Source: an optimization exercise on an open RTL-to-GDS flow (aim: small area). Production flows keep margins and buffers that such runs may drop.
The RTL was checked by simulation tests, not by an equivalence proof against the original design.
Power and IR drop assume default switching activity.

==> flow/design.v, too long to show whole: its modules and the start of the top module <==
// module I2cExpAndMuxMaster: 211 lines
// module I2cExpAndMuxReqArbiter: 444 lines
// module vfchd_i2cmux: 239 lines
module vfchd_i2cmux (
    input           Clk_ik,
    input           Rst_irq,
    input           IoExpApp12Int_ian,
    input           IoExpApp34Int_ian,
    input           IoExpBstEthInt_ian,
    input           IoExpLosInt_ian,
    input           IoExpBlmInInt_ian,
    output          InitDone_oq,
    output [4:0]    VmeGa_onqb5,
    output          VmeGaP_onq,
    input  [7:0]    Led_ib8,
    output [7:0]    StatusLed_ob8,
    input           GpIo1A2B_i,
    input           EnGpIo1Term_i,
    input           GpIo2A2B_i,
    input           EnGpIo2Term_i,
    input           GpIo34A2B_i,
    input           EnGpIo3Term_i,
    input           EnGpIo4Term_i,
    output          StatusGpIo1A2B_oq,
    output          StatusEnGpIo1Term_oq,
    output          StatusGpIo2A2B_oq,
    output          StatusEnGpIo2Term_oq,
    output          StatusGpIo34A2B_oq,
    output          StatusEnGpIo3Term_oq,
    output          StatusEnGpIo4Term_oq,
    output [7:0]    BlmIn_oqb8,
    output          AppSfp1Present_oq,
    output [15:0]   AppSfp1Id_oq16,
    output          AppSfp1TxFault_oq,
    output          AppSfp1Los_oq,
    input           AppSfp1TxDisable_i,
    input           AppSfp1RateSelect_i,
    output          StatusAppSfp1TxDisable_oq,
    output          StatusAppSfp1RateSelect_oq,
    output          AppSfp2Present_oq,
    output [15:0]   AppSfp2Id_oq16,
    output          AppSfp2TxFault_oq,
    output          AppSfp2Los_oq,
    input           AppSfp2TxDisable_i,
    input           AppSfp2RateSelect_i,
    output          StatusAppSfp2TxDisable_oq,
    output          StatusAppSfp2RateSelect_oq,
    output          AppSfp3Present_oq,
    output [15:0]   AppSfp3Id_oq16,
    output          AppSfp3TxFault_oq,
    output          AppSfp3Los_oq,
    input           AppSfp3TxDisable_i,
    input           AppSfp3RateSelect_i,
    output          StatusAppSfp3TxDisable_oq,
    output          StatusAppSfp3RateSelect_oq,
    output          AppSfp4Present_oq,
    output [15:0]   AppSfp4Id_oq16,
    output          AppSfp4TxFault_oq,
    output          AppSfp4Los_oq,
    input           AppSfp4TxDisable_i,
    input           AppSfp4RateSelect_i,
    output          StatusAppSfp4TxDisable_oq,
    output          StatusAppSfp4RateSelect_oq,
    output          BstSfpPresent_oq,
    output [15:0]   BstSfpId_oq16,
    output          BstSfpTxFault_oq,
    output          BstSfpLos_oq,
    input           BstSfpTxDisable_i,
    input           BstSfpRateSelect_i,
    output          StatusBstSfpTxDisable_oq,
    output          StatusBstSfpRateSelect_oq,
    output          EthSfpPresent_oq,
    output [15:0]   EthSfpId_oq16,
    output          EthSfpTxFault_oq,
    output          EthSfpLos_oq,
    input           EthSfpTxDisable_i,
    input           EthSfpRateSelect_i,
    output          StatusEthSfpTxDisable_oq,
    output          StatusEthSfpRateSelect_oq,
    output          CdrLos_oq,
    output          CdrLol_oq,
  // ...
==> flow/flow/run.sh <==
#!/bin/bash
# Standard ORFS flow (the standard.sh, unchanged synthesis) with smaller port buffers
# and a clock tree of fewer, mid-size buffers.
set -euo pipefail
bash standard.sh \
  BUFFER_PORTS_ARGS="-buffer_cell sky130_fd_sc_hd__buf_1" \
  CTS_ARGS="-sink_clustering_enable -repair_clock_nets -buf_list sky130_fd_sc_hd__clkbuf_8 -sink_clustering_size 16 -sink_clustering_max_diameter 60 -dont_use_dummy_load" \
  finish > standard_flow.log 2>&1
==> flow/standard.sh <==
#!/bin/bash
# synth_recipe.tcl (not shown) runs the flow's synth.tcl, then flattens the netlist and writes it again
# the make line also repeats each setting of config.mk as NAME=value (left out here)
make -C /OpenROAD-flow-scripts/flow DESIGN_CONFIG=/design/flow/config.mk WORK_HOME=/design/flow/orfs CLKGATE_MAP_FILE= SYNTH_SCRIPT=/design/flow/synth_recipe.tcl "${@:-finish}"
==> flow/config.mk <==
export PLATFORM = sky130hd
export DESIGN_NAME = vfchd_i2cmux
export DESIGN_NICKNAME = vfchd_i2cmux
export VERILOG_FILES = /design/flow/design.v
export SDC_FILE = /design/flow/constraint.sdc
export NUM_CORES = 4
export LEC_CHECK = 0
export CAP_MARGIN = 20
export CORE_MARGIN = 2
export CORE_UTILIZATION = 40
export SLEW_MARGIN = 20
==> flow/constraint.sdc <==
create_clock -name core_clock -period 10.0 [get_ports {Clk_ik}]
set_input_delay 2.0000 -clock core_clock [delete_from_list [all_inputs] [get_ports {Clk_ik}]]
set_output_delay 2.0000 -clock core_clock [all_outputs]
set_load 0.01 [all_outputs]
==> results.ini, run 1 <==
[outcome]
status = timing/DRC/antenna clean

[grt]
grtUsageTotal = 0.215
grt_pass1_wl_um = 73600
grt.met1_usage = 0.293

[synth]
synth_top_family_by_area = simple AND/OR/NAND/NOR gates
synth-edff-count = 226
synth-xor-area-share = 0.0464
synthTopCellsByCount = 226 x edfxtp_1, 153 x nand2_1, 147 x dfxtp_1
yosys.area.top_type = edfxtp_1
synth_top_cell_area_share = 0.404
netlist-cell-type-count = 84
synth-adder-area-share = 0.0141

[sta]
fin_crit_ns = 4.19
layout_setup_ws_ns = 5.81

[detailed_routing]
drt_iter0_drc = 1034
dr.pass1.iters = 7

[clocking]
cts_tree = built
path_clk_slew_ns = 0.09
post_cts_buffers = 0

[worst_setup_path]
cpPeakStageDelay_ns = 0.65
required_ns = 10.42
critical_path.top_delay_family = simple AND/OR/NAND/NOR gates
timing.rr.end = i_Arbiter.I2cAccReqMask_b8[0]

[final_layout]
sh_seq_area = 0.517
diodes = 2
clock_area_frac = 0.0271
ff_latch_area_sq_mm = 0.00973
multi_input_area_share = 0.348

[die]
io_pins = 296

[place]
dp_hpwl_um = 35300
dp.cells = 2331
place.gp.congestion = 0.904

[pwr]
leakage_nw = 6.26

==> module I2cExpAndMuxMaster, before the edit <==
module I2cExpAndMuxMaster
#(  parameter g_SclHalfPeriod = 10'd256)
(
    input             Clk_ik,
    input             Rst_irq,
    input             IoExpWrReq_i,
    output            IoExpWrOn_oq,
    input             IoExpRdReq_i,
    output            IoExpRdOn_oq,
    input       [2:0] IoExpAddr_ib3,
    input       [1:0] IoExpRegAddr_ib2,
    input       [7:0] IoExpData_ib8,
    input             I2cSlaveWrReq_i,
    output            I2cSlaveWrOn_o,
    input             I2cSlaveRdReq_i,
    output            I2cSlaveRdOn_o,
    input       [3:0] I2cTarget_ib4,
    input       [7:0] I2cSlaveRegAddr_ib8,
    input       [7:0] I2cSlaveByte_ib8,
    output            Busy_o,
    output            NewByteRead_op,
    output      [7:0] ByteOut_ob8,
    input             Scl_ioz,
    input             Sda_ioz,
    output reg        SclOe_o,
    output reg        SdaOe_o
);
localparam CW = (g_SclHalfPeriod >= 512) ? 10 : (g_SclHalfPeriod >= 256) ? 9 : (g_SclHalfPeriod >= 128) ? 8 :
                (g_SclHalfPeriod >= 64) ? 7 : (g_SclHalfPeriod >= 32) ? 6 : (g_SclHalfPeriod >= 16) ? 5 :
                (g_SclHalfPeriod >= 8) ? 4 : (g_SclHalfPeriod >= 4) ? 3 : 2;
localparam  s_Idle           = 4'h0,
            s_IdleFirst      = 4'h1,
            s_FetchCommand   = 4'h2,
            s_StartExecution = 4'h3,
            s_StartSda1      = 4'h4,
            s_StartScl1      = 4'h5,
            s_StartSda0      = 4'h6,
            s_StartScl0      = 4'h7,
            s_SendScl0       = 4'h8,
            s_SendScl1       = 4'h9,
            s_GetScl0        = 4'ha,
            s_GetScl1        = 4'hb,
            s_StopSda0       = 4'hc,
            s_StopScl1       = 4'hd,
            s_StopSda1       = 4'he;
localparam  c_IoExpWriteSeq = 2'd0,
            c_IoExpReadSeq  = 2'd1,
            c_I2cSlaveRead  = 2'd2,
            c_I2cSlaveWrite = 2'd3;
localparam  c_GoToIdle     = 3'd0,
            c_SendStartBit = 3'd1,
            c_SendStopBit  = 3'd2,
            c_SendByte     = 3'd3,
            c_GetByte      = 3'd4;
reg  [3:0]    State_qb4, NextState_ab4;
reg  [CW-1:0] SclCounter_c;
reg  [3:0]    BitCounter_c4;
reg  [7:0]    ShReg_b8;               
reg  [1:0]    ActiveSequence_b2;
reg  [3:0]    CommandPointer_c4;      
reg  [3:0]    Target_qb4;             
reg  [7:0]    RegAddr_qb8;
reg  [7:0]    Data_qb8;
wire       Accept = (State_qb4 == s_Idle) && (IoExpWrReq_i || IoExpRdReq_i || I2cSlaveWrReq_i || I2cSlaveRdReq_i);
wire       SlaveAcc = ~IoExpWrReq_i && ~IoExpRdReq_i;
wire       CntDone = SclCounter_c == g_SclHalfPeriod;
assign Busy_o         = State_qb4 != s_Idle;
assign IoExpWrOn_oq   = Busy_o && ActiveSequence_b2 == c_IoExpWriteSeq;
assign IoExpRdOn_oq   = Busy_o && ActiveSequence_b2 == c_IoExpReadSeq;
assign I2cSlaveRdOn_o = Busy_o && ActiveSequence_b2 == c_I2cSlaveRead;
assign I2cSlaveWrOn_o = Busy_o && ActiveSequence_b2 == c_I2cSlaveWrite;
assign ByteOut_ob8    = ShReg_b8;
assign NewByteRead_op = State_qb4 == s_StartExecution &&
                        ((ActiveSequence_b2 == c_IoExpReadSeq && CommandPointer_c4 == 4'd6) ||
                         (ActiveSequence_b2 == c_I2cSlaveRead && CommandPointer_c4 == 4'ha));
wire [6:0] SlaveAddr_b7 = (Target_qb4[3] && Target_qb4[2:1] == 2'b10) ? 7'h55 :
                          (Target_qb4[3] && Target_qb4[2:1] == 2'b11) ? 7'h40 :
                                                                        {6'b101000, Target_qb4[0]};
wire [7:0] MuxAddrByte = {6'h38, Target_qb4[3], 1'b0};
wire [7:0] IoExpAddrByte = {4'b0100, Target_qb4[2:0], 1'b0};
reg  [2:0] Command_b3;
reg  [7:0] Byte_b8;
always @* begin
    Byte_b8 = 8'h00;
    case (ActiveSequence_b2)
    c_IoExpWriteSeq: case (CommandPointer_c4)
        4'd0: Command_b3 = c_SendStartBit;
        4'd1: begin Command_b3 = c_SendByte; Byte_b8 = IoExpAddrByte; end
        4'd2: begin Command_b3 = c_SendByte; Byte_b8 = RegAddr_qb8; end
        4'd3: begin Command_b3 = c_SendByte; Byte_b8 = Data_qb8; end
        4'd4: Command_b3 = c_SendStopBit;
        default: Command_b3 = c_GoToIdle;
        endcase
    c_IoExpReadSeq: case (CommandPointer_c4)
        4'd0: Command_b3 = c_SendStartBit;
        4'd1: begin Command_b3 = c_SendByte; Byte_b8 = IoExpAddrByte; end
        4'd2: begin Command_b3 = c_SendByte; Byte_b8 = RegAddr_qb8; end
        4'd3: Command_b3 = c_SendStartBit;
        4'd4: begin Command_b3 = c_SendByte; Byte_b8 = IoExpAddrByte | 8'h01; end
        4'd5: Command_b3 = c_GetByte;
        4'd6: Command_b3 = c_SendStopBit;
        default: Command_b3 = c_GoToIdle;
        endcase
    c_I2cSlaveRead: case (CommandPointer_c4)
        4'h0: Command_b3 = c_SendStartBit;
        4'h1: begin Command_b3 = c_SendByte; Byte_b8 = MuxAddrByte; end
        4'h2: begin Command_b3 = c_SendByte; Byte_b8 = {5'b0, 1'b1, Target_qb4[2:1]}; end
        4'h3: Command_b3 = c_SendStopBit;
        4'h4: Command_b3 = c_SendStartBit;
        4'h5: begin Command_b3 = c_SendByte; Byte_b8 = {SlaveAddr_b7, 1'b0}; end
        4'h6: begin Command_b3 = c_SendByte; Byte_b8 = RegAddr_qb8; end
        4'h7: Command_b3 = c_SendStartBit;
        4'h8: begin Command_b3 = c_SendByte; Byte_b8 = {SlaveAddr_b7, 1'b1}; end
        4'h9: Command_b3 = c_GetByte;
        4'ha: Command_b3 = c_SendStopBit;
        4'hb: Command_b3 = c_SendStartBit;
        4'hc: begin Command_b3 = c_SendByte; Byte_b8 = MuxAddrByte; end
        4'hd: Command_b3 = c_SendByte;
        4'he: Command_b3 = c_SendStopBit;
        default: Command_b3 = c_GoToIdle;
        endcase
    default: case (CommandPointer_c4)
        4'h0: Command_b3 = c_SendStartBit;
        4'h1: begin Command_b3 = c_SendByte; Byte_b8 = MuxAddrByte; end
        4'h2: begin Command_b3 = c_SendByte; Byte_b8 = {5'b0, 1'b1, Target_qb4[2:1]}; end
        4'h3: Command_b3 = c_SendStopBit;
        4'h4: Command_b3 = c_SendStartBit;
        4'h5: begin Command_b3 = c_SendByte; Byte_b8 = {SlaveAddr_b7, 1'b0}; end
        4'h6: begin Command_b3 = c_SendByte; Byte_b8 = RegAddr_qb8; end
        4'h7: begin Command_b3 = c_SendByte; Byte_b8 = Data_qb8; end
        4'h8: Command_b3 = c_SendStopBit;
        4'h9: Command_b3 = c_SendStartBit;
        4'ha: begin Command_b3 = c_SendByte; Byte_b8 = MuxAddrByte; end
        4'hb: Command_b3 = c_SendByte;
        4'hc: Command_b3 = c_SendStopBit;
        default: Command_b3 = c_GoToIdle;
        endcase
    endcase
end
always @* begin
    NextState_ab4 = State_qb4;
    case (State_qb4)
    s_Idle:           if (Accept) NextState_ab4 = s_FetchCommand;
    s_IdleFirst:      NextState_ab4 = s_Idle;
    s_FetchCommand:   NextState_ab4 = s_StartExecution;
    s_StartExecution: case (Command_b3)
                      c_SendStartBit: NextState_ab4 = s_StartSda1;
                      c_SendByte:     NextState_ab4 = s_SendScl0;
                      c_GetByte:      NextState_ab4 = s_GetScl0;
                      c_SendStopBit:  NextState_ab4 = s_StopSda0;
                      default:        NextState_ab4 = s_IdleFirst;
                      endcase
    s_StartSda1: if (CntDone) NextState_ab4 = s_StartScl1;
    s_StartScl1: if (CntDone) NextState_ab4 = s_StartSda0;
    s_StartSda0: if (CntDone) NextState_ab4 = s_StartScl0;
    s_StartScl0: if (CntDone) NextState_ab4 = s_FetchCommand;
    s_SendScl0:  if (CntDone) NextState_ab4 = (BitCounter_c4 == 4'd9) ? s_FetchCommand : s_SendScl1;
    s_SendScl1:  if (CntDone) NextState_ab4 = s_SendScl0;
    s_GetScl0:   if (CntDone) NextState_ab4 = (BitCounter_c4 == 4'd9) ? s_FetchCommand : s_GetScl1;
    s_GetScl1:   if (CntDone) NextState_ab4 = s_GetScl0;
    s_StopSda0:  if (CntDone) NextState_ab4 = s_StopScl1;
    s_StopScl1:  if (CntDone) NextState_ab4 = s_StopSda1;
    s_StopSda1:  if (CntDone) NextState_ab4 = s_FetchCommand;
    default:     NextState_ab4 = s_Idle;
    endcase
end
always @(posedge Clk_ik) State_qb4 <= Rst_irq ? s_Idle : NextState_ab4;
reg LineOk;
always @* case (State_qb4)
    s_StartSda1, s_StopSda1:                                  LineOk =  Sda_ioz;
    s_StartSda0, s_StopSda0:                                  LineOk = ~Sda_ioz;
    s_StartScl1, s_SendScl1, s_GetScl1, s_StopScl1:           LineOk =  Scl_ioz;
    default:                                                  LineOk = ~Scl_ioz;
endcase
always @(posedge Clk_ik) begin
    if (State_qb4 == s_StartExecution || CntDone || !LineOk) SclCounter_c <= {CW{1'b0}};
    else                                                     SclCounter_c <= SclCounter_c + 1'b1;
    if (State_qb4 == s_StartExecution) BitCounter_c4 <= 4'h0;
    else if ((State_qb4 == s_SendScl1 || State_qb4 == s_GetScl1) && CntDone) BitCounter_c4 <= BitCounter_c4 + 1'b1;
    if (State_qb4 == s_Idle || State_qb4 == s_IdleFirst) CommandPointer_c4 <= 4'hf;
    else if (State_qb4 == s_FetchCommand)                CommandPointer_c4 <= CommandPointer_c4 + 1'b1;
    if (State_qb4 == s_GetScl1 && CntDone && BitCounter_c4 != 4'd8) ShReg_b8 <= {ShReg_b8[6:0], Sda_ioz};
    if (Accept) begin
        ActiveSequence_b2 <= IoExpWrReq_i ? c_IoExpWriteSeq :
                             IoExpRdReq_i ? c_IoExpReadSeq  :
                             I2cSlaveWrReq_i ? c_I2cSlaveWrite : c_I2cSlaveRead;
        Target_qb4  <= SlaveAcc ? I2cTarget_ib4 : {1'b0, IoExpAddr_ib3};
        RegAddr_qb8 <= SlaveAcc ? I2cSlaveRegAddr_ib8 : {6'b0, IoExpRegAddr_ib2};
        if (IoExpWrReq_i)                      Data_qb8 <= IoExpData_ib8;
        else if (~IoExpRdReq_i && I2cSlaveWrReq_i) Data_qb8 <= I2cSlaveByte_ib8;
    end
end
always @(posedge Clk_ik) begin
    if (Rst_irq) begin
        SclOe_o <= 1'b0;
        SdaOe_o <= 1'b0;
    end else case (State_qb4)
        s_Idle, s_IdleFirst: begin SclOe_o <= 1'b0; SdaOe_o <= 1'b0; end
        s_StartSda1, s_StopSda1: SdaOe_o <= 1'b0;
        s_StartSda0, s_StopSda0: SdaOe_o <= 1'b1;
        s_StartScl1, s_SendScl1, s_GetScl1, s_StopScl1: SclOe_o <= 1'b0;
        s_StartScl0: SclOe_o <= 1'b1;
        s_SendScl0: begin
            SclOe_o <= 1'b1;
            if (SclCounter_c == g_SclHalfPeriod[9:1]) SdaOe_o <= BitCounter_c4[3] ? 1'b0 : !Byte_b8[~BitCounter_c4[2:0]];
        end
        s_GetScl0: begin SclOe_o <= 1'b1; SdaOe_o <= 1'b0; end
        default: ;
    endcase
end
endmodule
==> module I2cExpAndMuxReqArbiter, before the edit <==
module I2cExpAndMuxReqArbiter
#(  parameter g_IdWaitWidth   = 24)
(
    input             Clk_ik,
    input             Rst_irq,
    output reg        IoExpWrReq_oq,
    input             IoExpWrOn_i,
    output reg        IoExpRdReq_oq,
    input             IoExpRdOn_i,
    output reg  [2:0] IoExpAddr_oqb3,
    output reg  [1:0] IoExpRegAddr_oqb2,
    output reg  [7:0] IoExpData_oqb8,
    output reg        I2cSlaveWrReq_oq,
    input             I2cSlaveWrOn_i,
    output reg        I2cSlaveRdReq_oq,
    input             I2cSlaveRdOn_i,
    output reg  [3:0] I2cTarget_oqb4,        
    output reg  [7:0] I2cSlaveRegAddr_oqb8,
    output reg  [7:0] I2cSlaveByte_oqb8,
    input             MasterBusy_i,
    input             MasterNewByteRead_ip,
    input       [7:0] MasterByteOut_ib8,
    input             IoExpApp12Int_ian,
    input             IoExpApp34Int_ian,
    input             IoExpBstEthInt_ian,
    input             IoExpLosInt_ian,
    input             IoExpBlmInInt_ian,
    output reg        InitDone_oq,
    output reg  [4:0] VmeGa_onqb5,
    output reg        VmeGaP_onq,
    input       [7:0] Led_ib8,
    output reg  [7:0] StatusLed_ob8,
    input             GpIo1A2B_i,
    input             EnGpIo1Term_i,
    input             GpIo2A2B_i,
    input             EnGpIo2Term_i,
    input             GpIo34A2B_i,
    input             EnGpIo3Term_i,
    input             EnGpIo4Term_i,
    output reg        StatusGpIo1A2B_oq,
    output reg        StatusEnGpIo1Term_oq,
    output reg        StatusGpIo2A2B_oq,
    output reg        StatusEnGpIo2Term_oq,
    output reg        StatusGpIo34A2B_oq,
    output reg        StatusEnGpIo3Term_oq,
    output reg        StatusEnGpIo4Term_oq,
    output reg  [7:0] BlmIn_oqb8,
    output reg        AppSfp1Present_oq,
    output reg [15:0] AppSfp1Id_oq16,
    output reg        AppSfp1TxFault_oq,
    output reg        AppSfp1Los_oq,
    input             AppSfp1TxDisable_i,
    input             AppSfp1RateSelect_i,
    output reg        StatusAppSfp1TxDisable_oq,
    output reg        StatusAppSfp1RateSelect_oq,
    output reg        AppSfp2Present_oq,
    output reg [15:0] AppSfp2Id_oq16,
    output reg        AppSfp2TxFault_oq,
    output reg        AppSfp2Los_oq,
    input             AppSfp2TxDisable_i,
    input             AppSfp2RateSelect_i,
    output reg        StatusAppSfp2TxDisable_oq,
    output reg        StatusAppSfp2RateSelect_oq,
    output reg        AppSfp3Present_oq,
    output reg [15:0] AppSfp3Id_oq16,
    output reg        AppSfp3TxFault_oq,
    output reg        AppSfp3Los_oq,
    input             AppSfp3TxDisable_i,
    input             AppSfp3RateSelect_i,
    output reg        StatusAppSfp3TxDisable_oq,
    output reg        StatusAppSfp3RateSelect_oq,
    output reg        AppSfp4Present_oq,
    output reg [15:0] AppSfp4Id_oq16,
    output reg        AppSfp4TxFault_oq,
    output reg        AppSfp4Los_oq,
    input             AppSfp4TxDisable_i,
    input             AppSfp4RateSelect_i,
    output reg        StatusAppSfp4TxDisable_oq,
    output reg        StatusAppSfp4RateSelect_oq,
    output reg        BstSfpPresent_oq,
    output reg [15:0] BstSfpId_oq16,
    output reg        BstSfpTxFault_oq,
    output reg        BstSfpLos_oq,
    input             BstSfpTxDisable_i,
    input             BstSfpRateSelect_i,
    output reg        StatusBstSfpTxDisable_oq,
    output reg        StatusBstSfpRateSelect_oq,
    output reg        EthSfpPresent_oq,
    output reg [15:0] EthSfpId_oq16,
    output reg        EthSfpTxFault_oq,
    output reg        EthSfpLos_oq,
    input             EthSfpTxDisable_i,
    input             EthSfpRateSelect_i,
    output reg        StatusEthSfpTxDisable_oq,
    output reg        StatusEthSfpRateSelect_oq,
    output reg        CdrLos_oq,
    output reg        CdrLol_oq,
    input              I2cWbCyc_i,
    input              I2cWbStb_i,
    input              I2cWbWe_i,
    input       [11:0] I2cWbAdr_ib12,
    input        [7:0] I2cWbDat_ib8,
    output  reg  [7:0] I2cWbDat_ob8,
    output  reg        I2cWbAck_o,
    input              WbCyc_i,
    input              WbStb_i,
    input              WbWe_i,
    input       [31:0] WbDat_ib32,
    output      [31:0] WbDat_oqb32,
    output  reg        WbAck_oa
);
localparam  s_Idle            = 6'b010000,
            s_GaRead          = 6'b000011,
            s_BlmInRead       = 6'b000110,
            s_LosRead         = 6'b000111,
            s_GpioWrite       = 6'b001100,
            s_GpioSetMode     = 6'b011100,
            s_LedWrite        = 6'b001101,
            s_LedSetMode      = 6'b011101,
            s_BstEthWrite     = 6'b001010,
            s_BstEthSetMode   = 6'b011010,
            s_App1App2Write   = 6'b001000,
            s_App1App2SetMode = 6'b011000,
            s_App3App4Write   = 6'b001001,
            s_App3App4SetMode = 6'b011001,
            s_BstEthRead      = 6'b000010,
            s_App1App2Read    = 6'b000000,
            s_App3App4Read    = 6'b000001,
            s_App1ReadId1     = 6'b100000,
            s_App2ReadId1     = 6'b100001,
            s_App3ReadId1     = 6'b100010,
            s_App4ReadId1     = 6'b100011,
            s_BstReadId1      = 6'b100100,
            s_EthReadId1      = 6'b100101,
            s_App1ReadId2     = 6'b101000,
            s_App2ReadId2     = 6'b101001,
            s_App3ReadId2     = 6'b101010,
            s_App4ReadId2     = 6'b101011,
            s_BstReadId2      = 6'b101100,
            s_EthReadId2      = 6'b101101;
reg [31:0] GlobalConfigReg_q32;
always @(posedge Clk_ik)
    if (Rst_irq) begin
        GlobalConfigReg_q32 <= 32'h0003_D090;
        WbAck_oa            <= 1'b0;
    end else begin
        if (WbCyc_i && WbWe_i && WbStb_i) GlobalConfigReg_q32 <= WbDat_ib32;
        WbAck_oa <= WbStb_i && WbCyc_i;
    end
assign WbDat_oqb32 = GlobalConfigReg_q32;
wire        a_BlmInI2cIntDisable       = GlobalConfigReg_q32[28];
wire        a_LosI2cIntDisable         = GlobalConfigReg_q32[27];
wire        a_BstEthSfpI2cIntDisable   = GlobalConfigReg_q32[26];
wire        a_AppSfp34I2cIntDisable    = GlobalConfigReg_q32[25];
wire        a_AppSfp12I2cIntDisable    = GlobalConfigReg_q32[24];
wire [23:0] a_BlmInMuteOthersTime_b24  = GlobalConfigReg_q32[23:0];
wire        a_BlmInI2cIntTimeOutEnable = |a_BlmInMuteOthersTime_b24;
reg [5:0] State_q, NextState_a;
reg       Enter_q;       
reg AppSfp12ExpWrReqMask, AppSfp34ExpWrReqMask, BstEthSfpExpWrReqMask, GpioExpWrReqMask, LedExpWrReqMask,
    AppSfp12ExpRdReqMask, AppSfp34ExpRdReqMask, BstEthSfpExpRdReqMask, LosExRdReqMask, BlmInRdReqMask;
reg [7:0] I2cAccReqMask_b8;
reg [23:0] BlmInMuteOthersCnt_c24;
reg PreAppSfp1Present_q, PreAppSfp2Present_q, PreAppSfp3Present_q, PreAppSfp4Present_q,
    PreEthSfpPresent_q, PreBstSfpPresent_q;
reg MasterBusy_d, MasterTrnDone_p;
reg [2:0] IoExpApp12Int_x3, IoExpApp34Int_x3, IoExpBstEthInt_x3, IoExpLosInt_x3, IoExpBlmInInt_x3;
reg [g_IdWaitWidth-1:0] WaitCounter_c;
always @(posedge Clk_ik) begin
    IoExpApp12Int_x3  <= {IoExpApp12Int_x3 [1:0], IoExpApp12Int_ian};
    IoExpApp34Int_x3  <= {IoExpApp34Int_x3 [1:0], IoExpApp34Int_ian};
    IoExpBstEthInt_x3 <= {IoExpBstEthInt_x3[1:0], IoExpBstEthInt_ian};
    IoExpLosInt_x3    <= {IoExpLosInt_x3   [1:0], IoExpLosInt_ian};
    IoExpBlmInInt_x3  <= {IoExpBlmInInt_x3 [1:0], IoExpBlmInInt_ian};
end
wire BlmInRdReq        = ~BlmInRdReqMask        && ~(IoExpBlmInInt_x3[2]  || a_BlmInI2cIntDisable);
wire AppSfp12ExpRdReq  = ~AppSfp12ExpRdReqMask  && ~(IoExpApp12Int_x3[2]  || a_AppSfp12I2cIntDisable);
wire AppSfp34ExpRdReq  = ~AppSfp34ExpRdReqMask  && ~(IoExpApp34Int_x3[2]  || a_AppSfp34I2cIntDisable);
wire BstEthSfpExpRdReq = ~BstEthSfpExpRdReqMask && ~(IoExpBstEthInt_x3[2] || a_BstEthSfpI2cIntDisable);
wire LosExRdReq        = ~LosExRdReqMask        && ~(IoExpLosInt_x3[2]    || a_LosI2cIntDisable);
wire AppSfp12ExpWrReq  = ~AppSfp12ExpWrReqMask  && (AppSfp1TxDisable_i^StatusAppSfp1TxDisable_oq) || (AppSfp1RateSelect_i^StatusAppSfp1RateSelect_oq) || (AppSfp2TxDisable_i^StatusAppSfp2TxDisable_oq) || (AppSfp2RateSelect_i^StatusAppSfp2RateSelect_oq);
wire AppSfp34ExpWrReq  = ~AppSfp34ExpWrReqMask  && (AppSfp3TxDisable_i^StatusAppSfp3TxDisable_oq) || (AppSfp3RateSelect_i^StatusAppSfp3RateSelect_oq) || (AppSfp4TxDisable_i^StatusAppSfp4TxDisable_oq) || (AppSfp4RateSelect_i^StatusAppSfp4RateSelect_oq);
wire BstEthSfpExpWrReq = ~BstEthSfpExpWrReqMask && (BstSfpTxDisable_i^StatusBstSfpTxDisable_oq) || (BstSfpRateSelect_i^StatusBstSfpRateSelect_oq) || (EthSfpTxDisable_i^StatusEthSfpTxDisable_oq) || (EthSfpRateSelect_i^StatusEthSfpRateSelect_oq);
wire GpioExpWrReq      = ~GpioExpWrReqMask      && (GpIo1A2B_i^StatusGpIo1A2B_oq || EnGpIo1Term_i^StatusEnGpIo1Term_oq || GpIo2A2B_i^StatusGpIo2A2B_oq || EnGpIo2Term_i^StatusEnGpIo2Term_oq || GpIo34A2B_i^StatusGpIo34A2B_oq || EnGpIo3Term_i^StatusEnGpIo3Term_oq || EnGpIo4Term_i^StatusEnGpIo4Term_oq);
wire LedExpWrReq       = ~LedExpWrReqMask       && (Led_ib8 != StatusLed_ob8);
wire       WbReq = I2cWbCyc_i && I2cWbStb_i && ~I2cWbAck_o &&
                   ~(I2cWbAdr_ib12[11:10] == 2'b11 && I2cWbAdr_ib12[8]);
wire [2:0] WbIface = (I2cWbAdr_ib12[11:10] == 2'b11) ? {2'b11, ~I2cWbAdr_ib12[9]} : I2cWbAdr_ib12[11:9];
wire [7:0] I2cAccReq_b8 = {8{WbReq}} & (8'b1 << WbIface) & ~I2cAccReqMask_b8;    
wire AnyReq = BlmInRdReq || AppSfp12ExpRdReq || AppSfp34ExpRdReq || BstEthSfpExpRdReq || LosExRdReq ||
              AppSfp12ExpWrReq || AppSfp34ExpWrReq || BstEthSfpExpWrReq || GpioExpWrReq || LedExpWrReq ||
              |I2cAccReq_b8;
always @(posedge Clk_ik) MasterBusy_d    <= MasterBusy_i;
always @(posedge Clk_ik) MasterTrnDone_p <= MasterBusy_d && ~MasterBusy_i;
wire StIoExp = ~State_q[5];
wire StId    = State_q[5] & ~State_q[4];
wire StWb    = State_q[5] &  State_q[4];
wire StIdle  = State_q == s_Idle;
wire [2:0] Iface = State_q[2:0];
always @* begin
    NextState_a = State_q;
    if (StWb) begin
        if (~(I2cWbCyc_i && I2cWbStb_i)) NextState_a = s_Idle;
    end else if (StIdle) begin
        if (~MasterBusy_i) begin
            if (~InitDone_oq) NextState_a = s_GaRead;
            else if (|BlmInMuteOthersCnt_c24) begin
                if ((BlmInMuteOthersCnt_c24 == a_BlmInMuteOthersTime_b24) && BlmInRdReq) NextState_a = s_BlmInRead;
            end else begin
                if (BlmInRdReq && ~a_BlmInI2cIntTimeOutEnable) NextState_a = s_BlmInRead;
                else if (AppSfp12ExpRdReq ) NextState_a = s_App1App2Read;
                else if (AppSfp34ExpRdReq ) NextState_a = s_App3App4Read;
                else if (BstEthSfpExpRdReq) NextState_a = s_BstEthRead;
                else if (LosExRdReq       ) NextState_a = s_LosRead;
                else if (AppSfp12ExpWrReq ) NextState_a = s_App1App2Write;
                else if (AppSfp34ExpWrReq ) NextState_a = s_App3App4Write;
                else if (BstEthSfpExpWrReq) NextState_a = s_BstEthWrite;
                else if (GpioExpWrReq     ) NextState_a = s_GpioWrite;
                else if (LedExpWrReq      ) NextState_a = s_LedWrite;
                else if (|I2cAccReq_b8    ) NextState_a = {2'b11, I2cWbWe_i, WbIface};
            end
        end
    end else if (MasterTrnDone_p) case (State_q)
        s_GaRead          : NextState_a = s_BlmInRead;
        s_BlmInRead       : NextState_a = InitDone_oq ? s_Idle : s_LosRead;
        s_LosRead         : NextState_a = InitDone_oq ? s_Idle : s_GpioWrite;
        s_GpioWrite       : NextState_a = InitDone_oq ? s_Idle : s_GpioSetMode;
        s_GpioSetMode     : NextState_a = InitDone_oq ? s_Idle : s_LedWrite;
        s_LedWrite        : NextState_a = InitDone_oq ? s_Idle : s_LedSetMode;
        s_LedSetMode      : NextState_a = InitDone_oq ? s_Idle : s_BstEthWrite;
        s_BstEthWrite     : NextState_a = InitDone_oq ? s_Idle : s_BstEthSetMode;
        s_BstEthSetMode   : NextState_a = InitDone_oq ? s_Idle : s_App1App2Write;
        s_App1App2Write   : NextState_a = InitDone_oq ? s_Idle : s_App1App2SetMode;
        s_App1App2SetMode : NextState_a = InitDone_oq ? s_Idle : s_App3App4Write;
        s_App3App4Write   : NextState_a = InitDone_oq ? s_Idle : s_App3App4SetMode;
        s_App3App4SetMode : NextState_a = InitDone_oq ? s_Idle : s_BstEthRead;
        s_BstEthRead      : if      (PreBstSfpPresent_q && ~BstSfpPresent_oq) NextState_a = s_BstReadId1;
                            else if (PreEthSfpPresent_q && ~EthSfpPresent_oq) NextState_a = s_EthReadId1;
                            else NextState_a = InitDone_oq ? s_Idle : s_App1App2Read;
        s_BstReadId1      : NextState_a = s_BstReadId2;
        s_BstReadId2      : if (PreEthSfpPresent_q && ~EthSfpPresent_oq) NextState_a = s_EthReadId1;
                            else NextState_a = InitDone_oq ? s_Idle : s_App1App2Read;
        s_EthReadId1      : NextState_a = s_EthReadId2;
        s_EthReadId2      : NextState_a = InitDone_oq ? s_Idle : s_App1App2Read;
        s_App1App2Read    : if      (PreAppSfp1Present_q && ~AppSfp1Present_oq) NextState_a = s_App1ReadId1;
                            else if (PreAppSfp2Present_q && ~AppSfp2Present_oq) NextState_a = s_App2ReadId1;
                            else NextState_a = InitDone_oq ? s_Idle : s_App3App4Read;
        s_App1ReadId1     : NextState_a = s_App1ReadId2;
        s_App1ReadId2     : if (PreAppSfp2Present_q && ~AppSfp2Present_oq) NextState_a = s_App2ReadId1;
                            else NextState_a = InitDone_oq ? s_Idle : s_App3App4Read;
        s_App2ReadId1     : NextState_a = s_App2ReadId2;
        s_App2ReadId2     : NextState_a = InitDone_oq ? s_Idle : s_App3App4Read;
        s_App3App4Read    : if      (PreAppSfp3Present_q && ~AppSfp3Present_oq) NextState_a = s_App3ReadId1;
                            else if (PreAppSfp4Present_q && ~AppSfp4Present_oq) NextState_a = s_App4ReadId1;
                            else NextState_a = s_Idle;
        s_App3ReadId1     : NextState_a = s_App3ReadId2;
        s_App3ReadId2     : if (PreAppSfp4Present_q && ~AppSfp4Present_oq) NextState_a = s_App4ReadId1;
                            else NextState_a = s_Idle;
        s_App4ReadId1     : NextState_a = s_App4ReadId2;
        s_App4ReadId2     : NextState_a = s_Idle;
        default           : ;
    endcase
end
always @(posedge Clk_ik) State_q <= Rst_irq ? s_Idle : NextState_a;
always @(posedge Clk_ik) Enter_q <= NextState_a != State_q;
always @(posedge Clk_ik) begin
        if (StIoExp && ~StIdle) begin
            IoExpAddr_oqb3    <= State_q[2:0];
            IoExpRegAddr_oqb2 <= State_q[4:3];
        end
        if (StIoSm && State_q[2:1] != 2'b10) IoExpData_oqb8 <= 8'b10011001;    
        if (Enter_q) case (State_q)
            s_GpioWrite:     IoExpData_oqb8 <= {1'b0, EnGpIo4Term_i, EnGpIo3Term_i, EnGpIo2Term_i, EnGpIo1Term_i, GpIo34A2B_i, GpIo2A2B_i, GpIo1A2B_i};
            s_GpioSetMode,
            s_LedSetMode:    IoExpData_oqb8 <= 8'b0;
            s_LedWrite:      IoExpData_oqb8 <= ~Led_ib8;
            s_BstEthWrite:   IoExpData_oqb8 <= {1'b0, EthSfpRateSelect_i, EthSfpTxDisable_i, 2'b0, BstSfpRateSelect_i, BstSfpTxDisable_i, 1'b0};
            s_App1App2Write: IoExpData_oqb8 <= {1'b0, AppSfp2RateSelect_i, AppSfp2TxDisable_i, 2'b0, AppSfp1RateSelect_i, AppSfp1TxDisable_i, 1'b0};
            s_App3App4Write: IoExpData_oqb8 <= {1'b0, AppSfp4RateSelect_i, AppSfp4TxDisable_i, 2'b0, AppSfp3RateSelect_i, AppSfp3TxDisable_i, 1'b0};
            default: ;
        endcase
        if (StId) begin
            I2cTarget_oqb4       <= {Iface[2], Iface[2] ? {1'b0, Iface[0]} : Iface[1:0], 1'b0};
            I2cSlaveRegAddr_oqb8 <= {7'b0, State_q[3]};
        end
        if (StWb) begin
            I2cTarget_oqb4       <= {Iface, I2cWbAdr_ib12[8]};
            I2cSlaveRegAddr_oqb8 <= I2cWbAdr_ib12[7:0];
        end
        if (StWbWr) I2cSlaveByte_oqb8 <= I2cWbDat_ib8;
end
wire NBR = MasterNewByteRead_ip;
wire [7:0] B = MasterByteOut_ib8;
wire Done     = MasterTrnDone_p;
wire StIoRd   = StIoExp && State_q[4:3] == 2'b00;
wire StIoWr   = StIoExp && State_q[4:3] == 2'b01;
wire StIoSm   = StIoExp && State_q[4:3] == 2'b11;
wire StId1    = StId && ~State_q[3];
wire StId2    = StId &&  State_q[3];
wire StWbRd   = StWb && ~State_q[3];
wire StWbWr   = StWb &&  State_q[3];
wire [7:0] Br = B & {8{~Rst_irq}};                   
wire [7:0] Bz = B & {8{~(Rst_irq | StIoRd)}};        
wire       Pz = ~(Rst_irq | StIoRd);                 
wire [7:0] Dr = IoExpData_oqb8 & {8{~Rst_irq}};
wire RdApp12  = State_q == s_App1App2Read && NBR;
wire RdApp34  = State_q == s_App3App4Read && NBR;
wire RdBstEth = State_q == s_BstEthRead   && NBR;
wire ClrApp1 = RdApp12  && B[3];
wire ClrApp2 = RdApp12  && B[7];
wire ClrApp3 = RdApp34  && B[3];
wire ClrApp4 = RdApp34  && B[7];
wire ClrBst  = RdBstEth && B[3];
wire ClrEth  = RdBstEth && B[7];
wire [5:0] LdId1 = {6{StId1 && NBR}} & (6'b1 << Iface);    
wire [5:0] LdId2 = {6{StId2 && NBR}} & (6'b1 << Iface);
always @(posedge Clk_ik) begin
    if (Rst_irq || ClrApp1 || LdId1[0]) AppSfp1Id_oq16[7:0]  <= Bz;
    if (Rst_irq || ClrApp2 || LdId1[1]) AppSfp2Id_oq16[7:0]  <= Bz;
    if (Rst_irq || ClrApp3 || LdId1[2]) AppSfp3Id_oq16[7:0]  <= Bz;
    if (Rst_irq || ClrApp4 || LdId1[3]) AppSfp4Id_oq16[7:0]  <= Bz;
    if (Rst_irq || ClrBst  || LdId1[4]) BstSfpId_oq16[7:0]   <= Bz;
    if (Rst_irq || ClrEth  || LdId1[5]) EthSfpId_oq16[7:0]   <= Bz;
    if (Rst_irq || ClrApp1 || LdId2[0]) begin AppSfp1Id_oq16[15:8] <= Bz; AppSfp1Present_oq <= Pz; end
    if (Rst_irq || ClrApp2 || LdId2[1]) begin AppSfp2Id_oq16[15:8] <= Bz; AppSfp2Present_oq <= Pz; end
    if (Rst_irq || ClrApp3 || LdId2[2]) begin AppSfp3Id_oq16[15:8] <= Bz; AppSfp3Present_oq <= Pz; end
    if (Rst_irq || ClrApp4 || LdId2[3]) begin AppSfp4Id_oq16[15:8] <= Bz; AppSfp4Present_oq <= Pz; end
    if (Rst_irq || ClrBst  || LdId2[4]) begin BstSfpId_oq16[15:8]  <= Bz; BstSfpPresent_oq  <= Pz; end
    if (Rst_irq || ClrEth  || LdId2[5]) begin EthSfpId_oq16[15:8]  <= Bz; EthSfpPresent_oq  <= Pz; end
    if (Rst_irq || RdApp12) begin
        AppSfp1TxFault_oq <= Br[0]; PreAppSfp1Present_q <= ~B[3] & ~Rst_irq;
        AppSfp2TxFault_oq <= Br[4]; PreAppSfp2Present_q <= ~B[7] & ~Rst_irq;
    end
    if (Rst_irq || RdApp34) begin
        AppSfp3TxFault_oq <= Br[0]; PreAppSfp3Present_q <= ~B[3] & ~Rst_irq;
        AppSfp4TxFault_oq <= Br[4]; PreAppSfp4Present_q <= ~B[7] & ~Rst_irq;
    end
    if (Rst_irq || RdBstEth) begin
        BstSfpTxFault_oq <= Br[0]; PreBstSfpPresent_q <= ~B[3] & ~Rst_irq;
        EthSfpTxFault_oq <= Br[4]; PreEthSfpPresent_q <= ~B[7] & ~Rst_irq;
    end
    if (Rst_irq || (State_q == s_GaRead && NBR)) {VmeGaP_onq, VmeGa_onqb5} <= Br[5:0];
    if (Rst_irq || (State_q == s_BlmInRead && NBR)) BlmIn_oqb8 <= Br;
    if (Rst_irq || (State_q == s_LosRead && NBR))
        {CdrLol_oq, CdrLos_oq, EthSfpLos_oq, BstSfpLos_oq, AppSfp4Los_oq, AppSfp3Los_oq, AppSfp2Los_oq, AppSfp1Los_oq} <= {B[7] | Rst_irq, Br[6:0]};
    if (Rst_irq || (State_q == s_GpioWrite && Done))
        {StatusEnGpIo4Term_oq, StatusEnGpIo3Term_oq, StatusEnGpIo2Term_oq, StatusEnGpIo1Term_oq, StatusGpIo34A2B_oq, StatusGpIo2A2B_oq, StatusGpIo1A2B_oq} <= Dr[6:0];
    if (Rst_irq || (State_q == s_LedWrite && Done)) StatusLed_ob8 <= ~IoExpData_oqb8 & {8{~Rst_irq}};
    if (Rst_irq || (State_q == s_BstEthWrite && Done))
        {StatusEthSfpRateSelect_oq, StatusEthSfpTxDisable_oq, StatusBstSfpRateSelect_oq, StatusBstSfpTxDisable_oq} <= {Dr[6:5], Dr[2:1]};
    if (Rst_irq || (State_q == s_App1App2Write && Done))
        {StatusAppSfp2RateSelect_oq, StatusAppSfp2TxDisable_oq, StatusAppSfp1RateSelect_oq, StatusAppSfp1TxDisable_oq} <= {Dr[6:5], Dr[2:1]};
    if (Rst_irq || State_q == s_App3App4Write)
        {StatusAppSfp4RateSelect_oq, StatusAppSfp4TxDisable_oq, StatusAppSfp3RateSelect_oq, StatusAppSfp3TxDisable_oq} <= {Dr[6:5], Dr[2:1]};
    if (StWbRd && NBR) I2cWbDat_ob8 <= B;
end
wire App4IdPending = PreAppSfp4Present_q && ~AppSfp4Present_oq;
wire App3IdPending = PreAppSfp3Present_q && ~AppSfp3Present_oq;
wire InitEnd = Done && ((State_q == s_App3App4Read && ~App3IdPending && ~App4IdPending) ||
                        (State_q == s_App3ReadId2  && ~App4IdPending) ||
                         State_q == s_App4ReadId2);
always @(posedge Clk_ik) begin
    if (Rst_irq) begin
        InitDone_oq                <= 1'b0;
        IoExpWrReq_oq              <= 1'b0;
        IoExpRdReq_oq              <= 1'b0;
        I2cSlaveWrReq_oq           <= 1'b0;
        I2cSlaveRdReq_oq           <= 1'b0;
        BlmInRdReqMask             <= 1'b0;
        AppSfp12ExpRdReqMask       <= 1'b0;
        AppSfp34ExpRdReqMask       <= 1'b0;
        BstEthSfpExpRdReqMask      <= 1'b0;
        LosExRdReqMask             <= 1'b0;
        AppSfp12ExpWrReqMask       <= 1'b0;
        AppSfp34ExpWrReqMask       <= 1'b0;
        BstEthSfpExpWrReqMask      <= 1'b0;
        GpioExpWrReqMask           <= 1'b0;
        LedExpWrReqMask            <= 1'b0;
        I2cAccReqMask_b8           <= 8'b0;
        BlmInMuteOthersCnt_c24     <= 24'h0;
        I2cWbAck_o                 <= 1'b0;
        WaitCounter_c              <= {g_IdWaitWidth{1'b0}};
    end else begin
        if (InitEnd) InitDone_oq <= 1'b1;
        if (State_q == s_BlmInRead || ~InitDone_oq || ~a_BlmInI2cIntTimeOutEnable) BlmInMuteOthersCnt_c24 <= 24'h0;
        else if (|BlmInMuteOthersCnt_c24 || BlmInRdReq) BlmInMuteOthersCnt_c24 <= BlmInMuteOthersCnt_c24 + 1'b1;
        if (StIdle) begin
            I2cWbAck_o    <= 1'b0;
            WaitCounter_c <= {g_IdWaitWidth{1'b0}};
            if (~AnyReq) begin
                BlmInRdReqMask        <= 1'b0;
                AppSfp12ExpRdReqMask  <= 1'b0;
                AppSfp34ExpRdReqMask  <= 1'b0;
                BstEthSfpExpRdReqMask <= 1'b0;
                LosExRdReqMask        <= 1'b0;
                AppSfp12ExpWrReqMask  <= 1'b0;
                AppSfp34ExpWrReqMask  <= 1'b0;
                BstEthSfpExpWrReqMask <= 1'b0;
                GpioExpWrReqMask      <= 1'b0;
                LedExpWrReqMask       <= 1'b0;
                I2cAccReqMask_b8      <= 8'b0;
            end
        end
        case (State_q)
        s_BlmInRead:     BlmInRdReqMask        <= ~a_BlmInI2cIntTimeOutEnable;
        s_LosRead:       LosExRdReqMask        <= 1'b1;
        s_GpioWrite:     GpioExpWrReqMask      <= 1'b1;
        s_LedWrite:      LedExpWrReqMask       <= 1'b1;
        s_BstEthWrite:   BstEthSfpExpWrReqMask <= 1'b1;
        s_App1App2Write: AppSfp12ExpWrReqMask  <= 1'b1;
        s_App3App4Write: AppSfp34ExpWrReqMask  <= 1'b1;
        s_BstEthRead:    BstEthSfpExpRdReqMask <= 1'b1;
        s_App1App2Read:  AppSfp12ExpRdReqMask  <= 1'b1;
        s_App3App4Read:  AppSfp34ExpRdReqMask  <= 1'b1;
        default: ;
        endcase
        if (StIoRd) begin
            if (Enter_q) IoExpRdReq_oq <= 1'b1;
            else if (IoExpRdOn_i) IoExpRdReq_oq <= 1'b0;
        end
        if (StIoWr || StIoSm) begin
            if (Enter_q) IoExpWrReq_oq <= 1'b1;
            else if (IoExpWrOn_i) IoExpWrReq_oq <= 1'b0;
        end
        if (StId1 && (Enter_q || |WaitCounter_c)) WaitCounter_c <= WaitCounter_c + 1'b1;
        if (StId1) begin
            if (&WaitCounter_c) I2cSlaveRdReq_oq <= 1'b1;
            else if (I2cSlaveRdOn_i) I2cSlaveRdReq_oq <= 1'b0;
        end
        if (StWb) begin
            I2cAccReqMask_b8[Iface] <= 1'b1;
            if (Done) I2cWbAck_o <= 1'b1;
        end
        if (StWbWr) begin
            if (Enter_q) I2cSlaveWrReq_oq <= 1'b1;
            else if (I2cSlaveWrOn_i) I2cSlaveWrReq_oq <= 1'b0;
        end
        if (StId2 || StWbRd) begin
            if (Enter_q) I2cSlaveRdReq_oq <= 1'b1;
            else if (I2cSlaveRdOn_i) I2cSlaveRdReq_oq <= 1'b0;
        end
    end
end
endmodule
==> run 2: changes to the inputs <==
--- a/flow/design.v
+++ b/flow/design.v
@@ -19,6 +19,7 @@
     input       [7:0] I2cSlaveRegAddr_ib8,
     input       [7:0] I2cSlaveByte_ib8,
     output            Busy_o,
+    output            TrnDone_o,         
     output            NewByteRead_op,
     output      [7:0] ByteOut_ob8,
     input             Scl_ioz,
@@ -30,7 +31,7 @@
                 (g_SclHalfPeriod >= 64) ? 7 : (g_SclHalfPeriod >= 32) ? 6 : (g_SclHalfPeriod >= 16) ? 5 :
                 (g_SclHalfPeriod >= 8) ? 4 : (g_SclHalfPeriod >= 4) ? 3 : 2;
 localparam  s_Idle           = 4'h0,
-            s_IdleFirst      = 4'h1,
+            s_IdleA          = 4'h1,      
             s_FetchCommand   = 4'h2,
             s_StartExecution = 4'h3,
             s_StartSda1      = 4'h4,
@@ -43,7 +44,8 @@
             s_GetScl1        = 4'hb,
             s_StopSda0       = 4'hc,
             s_StopScl1       = 4'hd,
-            s_StopSda1       = 4'he;
+            s_StopSda1       = 4'he,
+            s_IdleFirst      = 4'hf;      
 localparam  c_IoExpWriteSeq = 2'd0,
             c_IoExpReadSeq  = 2'd1,
             c_I2cSlaveRead  = 2'd2,
@@ -62,10 +64,12 @@
 reg  [3:0]    Target_qb4;             
 reg  [7:0]    RegAddr_qb8;
 reg  [7:0]    Data_qb8;
-wire       Accept = (State_qb4 == s_Idle) && (IoExpWrReq_i || IoExpRdReq_i || I2cSlaveWrReq_i || I2cSlaveRdReq_i);
+wire       Idle = State_qb4 == s_Idle || State_qb4 == s_IdleA;
+wire       Accept = Idle && (IoExpWrReq_i || IoExpRdReq_i || I2cSlaveWrReq_i || I2cSlaveRdReq_i);
 wire       SlaveAcc = ~IoExpWrReq_i && ~IoExpRdReq_i;
 wire       CntDone = SclCounter_c == g_SclHalfPeriod;
-assign Busy_o         = State_qb4 != s_Idle;
+assign Busy_o         = ~Idle;
+assign TrnDone_o      = State_qb4 == s_IdleA;
 assign IoExpWrOn_oq   = Busy_o && ActiveSequence_b2 == c_IoExpWriteSeq;
 assign IoExpRdOn_oq   = Busy_o && ActiveSequence_b2 == c_IoExpReadSeq;
 assign I2cSlaveRdOn_o = Busy_o && ActiveSequence_b2 == c_I2cSlaveRead;
@@ -142,7 +146,8 @@
     NextState_ab4 = State_qb4;
     case (State_qb4)
     s_Idle:           if (Accept) NextState_ab4 = s_FetchCommand;
-    s_IdleFirst:      NextState_ab4 = s_Idle;
+    s_IdleA:          NextState_ab4 = Accept ? s_FetchCommand : s_Idle;
+    s_IdleFirst:      NextState_ab4 = s_IdleA;
     s_FetchCommand:   NextState_ab4 = s_StartExecution;
     s_StartExecution: case (Command_b3)
                       c_SendStartBit: NextState_ab4 = s_StartSda1;
@@ -162,7 +167,6 @@
     s_StopSda0:  if (CntDone) NextState_ab4 = s_StopScl1;
     s_StopScl1:  if (CntDone) NextState_ab4 = s_StopSda1;
     s_StopSda1:  if (CntDone) NextState_ab4 = s_FetchCommand;
-    default:     NextState_ab4 = s_Idle;
     endcase
 end
 always @(posedge Clk_ik) State_qb4 <= Rst_irq ? s_Idle : NextState_ab4;
@@ -178,7 +182,7 @@
     else                                                     SclCounter_c <= SclCounter_c + 1'b1;
     if (State_qb4 == s_StartExecution) BitCounter_c4 <= 4'h0;
     else if ((State_qb4 == s_SendScl1 || State_qb4 == s_GetScl1) && CntDone) BitCounter_c4 <= BitCounter_c4 + 1'b1;
-    if (State_qb4 == s_Idle || State_qb4 == s_IdleFirst) CommandPointer_c4 <= 4'hf;
+    if (Idle || State_qb4 == s_IdleFirst) CommandPointer_c4 <= 4'hf;
     else if (State_qb4 == s_FetchCommand)                CommandPointer_c4 <= CommandPointer_c4 + 1'b1;
     if (State_qb4 == s_GetScl1 && CntDone && BitCounter_c4 != 4'd8) ShReg_b8 <= {ShReg_b8[6:0], Sda_ioz};
     if (Accept) begin
@@ -196,7 +200,7 @@
         SclOe_o <= 1'b0;
         SdaOe_o <= 1'b0;
     end else case (State_qb4)
-        s_Idle, s_IdleFirst: begin SclOe_o <= 1'b0; SdaOe_o <= 1'b0; end
+        s_Idle, s_IdleA, s_IdleFirst: begin SclOe_o <= 1'b0; SdaOe_o <= 1'b0; end
         s_StartSda1, s_StopSda1: SdaOe_o <= 1'b0;
         s_StartSda0, s_StopSda0: SdaOe_o <= 1'b1;
         s_StartScl1, s_SendScl1, s_GetScl1, s_StopScl1: SclOe_o <= 1'b0;
@@ -231,6 +235,7 @@
     output reg  [7:0] I2cSlaveRegAddr_oqb8,
     output reg  [7:0] I2cSlaveByte_oqb8,
     input             MasterBusy_i,
+    input             MasterTrnDone_i,
     input             MasterNewByteRead_ip,
     input       [7:0] MasterByteOut_ib8,
     input             IoExpApp12Int_ian,
@@ -376,9 +381,37 @@
 reg [23:0] BlmInMuteOthersCnt_c24;
 reg PreAppSfp1Present_q, PreAppSfp2Present_q, PreAppSfp3Present_q, PreAppSfp4Present_q,
     PreEthSfpPresent_q, PreBstSfpPresent_q;
-reg MasterBusy_d, MasterTrnDone_p;
+reg MasterTrnDone_p;
 reg [2:0] IoExpApp12Int_x3, IoExpApp34Int_x3, IoExpBstEthInt_x3, IoExpLosInt_x3, IoExpBlmInInt_x3;
 reg [g_IdWaitWidth-1:0] WaitCounter_c;
+localparam [23:0] c_WaitTaps = (g_IdWaitWidth == 2) ? 24'h000003 :
+                                (g_IdWaitWidth == 3) ? 24'h000006 :
+                                (g_IdWaitWidth == 4) ? 24'h00000c :
+                                (g_IdWaitWidth == 5) ? 24'h000014 :
+                                (g_IdWaitWidth == 6) ? 24'h000030 :
+                                (g_IdWaitWidth == 7) ? 24'h000060 :
+                                (g_IdWaitWidth == 8) ? 24'h0000b8 :
+                                (g_IdWaitWidth == 9) ? 24'h000110 :
+                                (g_IdWaitWidth == 10) ? 24'h000240 :
+                                (g_IdWaitWidth == 11) ? 24'h000500 :
+                                (g_IdWaitWidth == 12) ? 24'h000829 :
+                                (g_IdWaitWidth == 13) ? 24'h00100d :
+                                (g_IdWaitWidth == 14) ? 24'h002015 :
+                                (g_IdWaitWidth == 15) ? 24'h006000 :
+                                (g_IdWaitWidth == 16) ? 24'h00d008 :
+                                (g_IdWaitWidth == 17) ? 24'h012000 :
+                                (g_IdWaitWidth == 18) ? 24'h020400 :
+                                (g_IdWaitWidth == 19) ? 24'h040023 :
+                                (g_IdWaitWidth == 20) ? 24'h090000 :
+                                (g_IdWaitWidth == 21) ? 24'h140000 :
+                                (g_IdWaitWidth == 22) ? 24'h300000 :
+                                (g_IdWaitWidth == 23) ? 24'h420000 :
+                                (g_IdWaitWidth == 24) ? 24'he10000 : 24'h000000;
+wire WaitZero = ~|WaitCounter_c;
+wire WaitLast = &WaitCounter_c;
+wire [g_IdWaitWidth-1:0] WaitNext = WaitZero ? {{(g_IdWaitWidth-1){1'b1}}, 1'b0} :
+                                    WaitLast ? {g_IdWaitWidth{1'b0}} :
+                                    {WaitCounter_c[g_IdWaitWidth-2:0], ^(WaitCounter_c & c_WaitTaps[g_IdWaitWidth-1:0])};
 always @(posedge Clk_ik) begin
     IoExpApp12Int_x3  <= {IoExpApp12Int_x3 [1:0], IoExpApp12Int_ian};
     IoExpApp34Int_x3  <= {IoExpApp34Int_x3 [1:0], IoExpApp34Int_ian};
@@ -403,8 +436,7 @@
 wire AnyReq = BlmInRdReq || AppSfp12ExpRdReq || AppSfp34ExpRdReq || BstEthSfpExpRdReq || LosExRdReq ||
               AppSfp12ExpWrReq || AppSfp34ExpWrReq || BstEthSfpExpWrReq || GpioExpWrReq || LedExpWrReq ||
               |I2cAccReq_b8;
-always @(posedge Clk_ik) MasterBusy_d    <= MasterBusy_i;
-always @(posedge Clk_ik) MasterTrnDone_p <= MasterBusy_d && ~MasterBusy_i;
+always @(posedge Clk_ik) MasterTrnDone_p <= MasterTrnDone_i;
 wire StIoExp = ~State_q[5];
 wire StId    = State_q[5] & ~State_q[4];
 wire StWb    = State_q[5] &  State_q[4];
@@ -475,7 +507,13 @@
     endcase
 end
 always @(posedge Clk_ik) State_q <= Rst_irq ? s_Idle : NextState_a;
-always @(posedge Clk_ik) Enter_q <= NextState_a != State_q;
+wire MuteActive = |BlmInMuteOthersCnt_c24;
+wire GoReq = (BlmInRdReq && ~a_BlmInI2cIntTimeOutEnable) || AppSfp12ExpRdReq || AppSfp34ExpRdReq ||
+             BstEthSfpExpRdReq || LosExRdReq || AppSfp12ExpWrReq || AppSfp34ExpWrReq ||
+             BstEthSfpExpWrReq || GpioExpWrReq || LedExpWrReq || |I2cAccReq_b8;
+wire IdleGo = ~MasterBusy_i && (~InitDone_oq ||
+              (MuteActive ? (BlmInMuteOthersCnt_c24 == a_BlmInMuteOthersTime_b24) && BlmInRdReq : GoReq));
+always @(posedge Clk_ik) Enter_q <= StIdle ? IdleGo : StWb ? ~(I2cWbCyc_i && I2cWbStb_i) : MasterTrnDone_p;
 always @(posedge Clk_ik) begin
         if (StIoExp && ~StIdle) begin
             IoExpAddr_oqb3    <= State_q[2:0];
@@ -635,9 +673,9 @@
             if (Enter_q) IoExpWrReq_oq <= 1'b1;
             else if (IoExpWrOn_i) IoExpWrReq_oq <= 1'b0;
         end
-        if (StId1 && (Enter_q || |WaitCounter_c)) WaitCounter_c <= WaitCounter_c + 1'b1;
+        if (StId1 && (Enter_q || ~WaitZero)) WaitCounter_c <= WaitNext;
         if (StId1) begin
-            if (&WaitCounter_c) I2cSlaveRdReq_oq <= 1'b1;
+            if (WaitLast) I2cSlaveRdReq_oq <= 1'b1;
             else if (I2cSlaveRdOn_i) I2cSlaveRdReq_oq <= 1'b0;
         end
         if (StWb) begin
@@ -759,7 +797,7 @@
 wire       I2cSlaveWrReq, I2cSlaveWrOn, I2cSlaveRdReq, I2cSlaveRdOn;
 wire [3:0] I2cTarget;
 wire [7:0] I2cSlaveRegAddr, I2cSlaveByte;
-wire       MasterBusy, MasterNewByteRead;
+wire       MasterBusy, MasterTrnDone, MasterNewByteRead;
 wire [7:0] MasterByteOut;
 I2cExpAndMuxReqArbiter #(.g_IdWaitWidth(12)) i_Arbiter (
     .Clk_ik                      (Clk_ik),
@@ -779,6 +817,7 @@
     .I2cSlaveRegAddr_oqb8        (I2cSlaveRegAddr),
     .I2cSlaveByte_oqb8           (I2cSlaveByte),
     .MasterBusy_i                (MasterBusy),
+    .MasterTrnDone_i             (MasterTrnDone),
     .MasterNewByteRead_ip        (MasterNewByteRead),
     .MasterByteOut_ib8           (MasterByteOut),
     .IoExpApp12Int_ian           (IoExpApp12Int_ian),
@@ -888,6 +927,7 @@
     .I2cSlaveRegAddr_ib8(I2cSlaveRegAddr),
     .I2cSlaveByte_ib8   (I2cSlaveByte),
     .Busy_o             (MasterBusy),
+    .TrnDone_o          (MasterTrnDone),
     .NewByteRead_op     (MasterNewByteRead),
     .ByteOut_ob8        (MasterByteOut),
     .Scl_ioz            (Scl_i),
--- a/flow/config.mk
+++ b/flow/config.mk
@@ -7,5 +7,5 @@
 export LEC_CHECK = 0
 export CAP_MARGIN = 20
 export CORE_MARGIN = 2
-export CORE_UTILIZATION = 40
+export CORE_UTILIZATION = 75
 export SLEW_MARGIN = 20
==> results.ini, run 2 <==
[final_layout]
drive_gt1_frac = 0.0507
final_cell_mix = 294 x buf_1, 226 x edfxtp_1, 186 x nand2_1
mostFrequentLayoutCell = buf_1
ff_latch_area_sq_mm = 0.00971  ; -0.22%
largest_reg_flops = 32
area_delta_synth_final_pct = 10.1
multi_input_area_sq_mm = 0.00630
reg_top3 = i_Arbiter.GlobalConfigReg_q32 (32), i_Arbiter.BlmInMuteOthersCnt_c24 (24)
largest-register = i_Arbiter.GlobalConfigReg_q32
fillers = 1282
diodes = 0  ; -2
stdcell_count = 2075
fin_nets = 1910

[detailed_routing]
drc = 0
dr.pass1.iters = 8  ; +1
routedWlPerCell_um = 22.1
viasPerCell = 6.67
wl_um = 45900
num_vias = 13800
ant_nets = 0
drt_iter0_drc = 1783  ; +72%

[pwr]
p_per_area_mw_per_mm2 = 196
vdd_ir_drop_max_mv = 0.143
leakage_nw = 6.19  ; -1.1%

[clocking]
clock_sinks = 372
ctsResizeCount = 0
path_clk_slew_ns = 0.10  ; about the same
root_buffer = clkbuf_8
cts_made_buffers = 28
post_cts_buffers = 0  ; unchanged
insertion_delay_ns = 0.61
cts_hold_buf = 0
cts_tree = built
htreeDepth = 1
cts_max_path_buffers = 3

[sta]
rsz0062_at_grt = no
final.setup.tns_ns = 0
tightest_slew_ns = 1.26
slew_violations = 0
fin_skew_ns = 0.0556
max_slew_margin = 0.159
fmax_ghz = 0.237
fin_crit_sh = 0.422
fin_crit_ns = 4.22  ; +0.0294 ns
final-setup-viol-count = 0
hold_violations = 0

[synth]
ys_warn_count = 2
synth_most_common_cell = edfxtp_1
async_flop_share = 0
netlist-cell-type-count = 81  ; -3.6%
synthTopCellsByCount = 226 x edfxtp_1, 186 x nand2_1, 146 x dfxtp_1
synth_area_sq_mm = 0.0165
avgSynthCellArea_sq_um = 10.7
ys_top_cells_by_area = edfxtp_1 41%, dfxtp_1 18%, nand2_1 4.2%, a21oi_1 3.3%, nor2_1 3.3%
ys_seq_elements = 372
synth_top_cell_area_share = 0.412  ; +0.00874
synth_cells = 1541
yosysSeqAreaShare = 0.590
yosys.area.top_type = edfxtp_1
synth-edff-count = 226  ; unchanged
ys.flop_type = edfxtp_1
synthesis.nets = 1654

[grt]
grt_pass1_wl_um = 70800  ; -3.8%
grt_antenna_before_repair = 0
grt_max_degree = 93
grtUsageTotal = 0.383  ; +0.167
grt_pass1_vias = 13000
gr-total-overflow = 0

[worst_setup_path]
endpoint_kind = flop
cp_max_fo = 10
required_ns = 10.23  ; -0.19 ns
startpoint_type = flop
worstSetupPathType = flop to flop
worst_ep_arrival_time_ns = 4.45

[run]
cap_violations = 0

[die]
io_pins = 296  ; unchanged
num_rows = 54
dieArea_sq_mm = 0.0231
initial_core_util = 0.759
core_area_sq_mm = 0.0217
fp.dieH_um = 152
die_x_um = 152

[min_path]
hold_class = flop to flop

[outcome]
status = timing/DRC/antenna clean

[place]
dp_hpwl_um = 33300  ; -5.7%
dp.cells = 2046  ; -12%
place.gp.congestion = 0.942  ; +4.2%
port_buffers = 295

## run 2: changes by cell type in the layout (fill, tap and decap cells not counted), moves of 8 or more
cell and change:
nand2_1 +33, nand3_1 -24, xnor2_1 -14, a21oi_1 +12
inv_1 -12, a31oi_1 +11, clkbuf_8 -9, o22ai_1 -9
xor2_1 +9, nand2b_1 +8, nor3_1 -8
## run 2: stage by stage
stage	hold slack [ns]	power (mW)	setup WS [ns]	area (sq um)	util
CTS	0.335	3.51	6.02	18100	0.834
floorplan	0.310	2.53	6.19	16500	-
detailed placement	0.315	2.85	5.67	17700	0.816
finish	0.337	3.56	5.78	18100	0.835
global route	0.343	3.68	5.68	18100	0.835
global placement	0.311	2.81	5.73	17700	0.816
## run 2: report_power, final
part	internal [mW]	leakage (nW)	switching, mW
Sequential	1.79	3.41	0.125
Clock	0.250	0.201	0.452
Combinational	0.295	2.58	0.648
Total	2.34	6.19	1.22
## run 2: worst paths after layout
path                               startpoint                           to  slack (ns)  cells after the start
hold reg to reg   i_Arbiter.IoExpLosInt_x3[1]  i_Arbiter.IoExpLosInt_x3[2]        0.34                      0
setup reg to reg         i_Arbiter.State_q[0]   i_Arbiter.BstSfpPresent_oq        5.78                      7
setup / recovery         i_Arbiter.State_q[0]   i_Arbiter.BstSfpPresent_oq        5.78                      7
hold / removal    i_Arbiter.IoExpLosInt_x3[1]  i_Arbiter.IoExpLosInt_x3[2]        0.34                      0
## run 2: kinds of logic after synthesis
kind of cell / Yosys count / synth area share
AO/OA/AOI/OAI: 353 / 0.139
XOR/XNOR: 84 / 0.0447
adder cells (fa/ha/maj): 19 / 0.0144
buffers and inverters: 118 / 0.0287
flip-flops: 372 / 0.590
multiplexers: 20 / 0.0141
AND/OR/NAND/NOR: 575 / 0.169
## run 2: routing by layer
metal	vias up	share of wire	global-route usage
li1	6103	-	-
met1	6494	0.38	0.534
met2	1089	0.46	0.614
met3	160	0.13	0.0751
met4	0	0.035	0.125
met5	-	0	0
## run 2: layout make-up
class,count,area share
sequential,372,0.536
clock buffer,28,0.0213
tap,280,0.0193
inverter,29,0.00601
timing repair buffer,315,0.0698
multi-input combinational,1051,0.348
## run 2: critical path, cell delays in order, from the launching register on
cell	delay [ns]
dfxtp_1	0.41
inv_1	0.16
ha_1	0.32
nor2b_1	1.02
nand2_1	0.39
o21ai_0	0.84
o21ai_0	0.30
nand2_1	0.45

afterwards: timing with drivers on the ports:
The results above use ideal ports. As a check the final layouts listed here were re-extracted and re-timed, cells and wires unchanged.
Step 1, drivers: a clkbuf_16 drives Clk_ik and a buf_2 each remaining input, both assumed.
Step 2, shift: input delay + t, output delay - t, t = (earliest + latest rising clock arrival at the registers) / 2. This alone moves slack from input paths to output paths.
Three values: no drivers, after step 1, after step 2; two values: the first two.
run	shift t [ns]	slack for setup (ns)	hold slack, ns	worst register clock-pin slew, ns
run 1	0.639	5.807 / 5.834 / 5.195	0.293 / 0.293 / 0.293	0.10 / 0.10
run 2	0.627	5.778 / 5.778 / 5.525	0.337 / 0.337 / 0.337	0.10 / 0.10
After both steps every run listed still meets setup and hold. The setup slack of run 1, which loses most, moves by +0.027 ns with the drivers and by -0.612 ns with both steps.
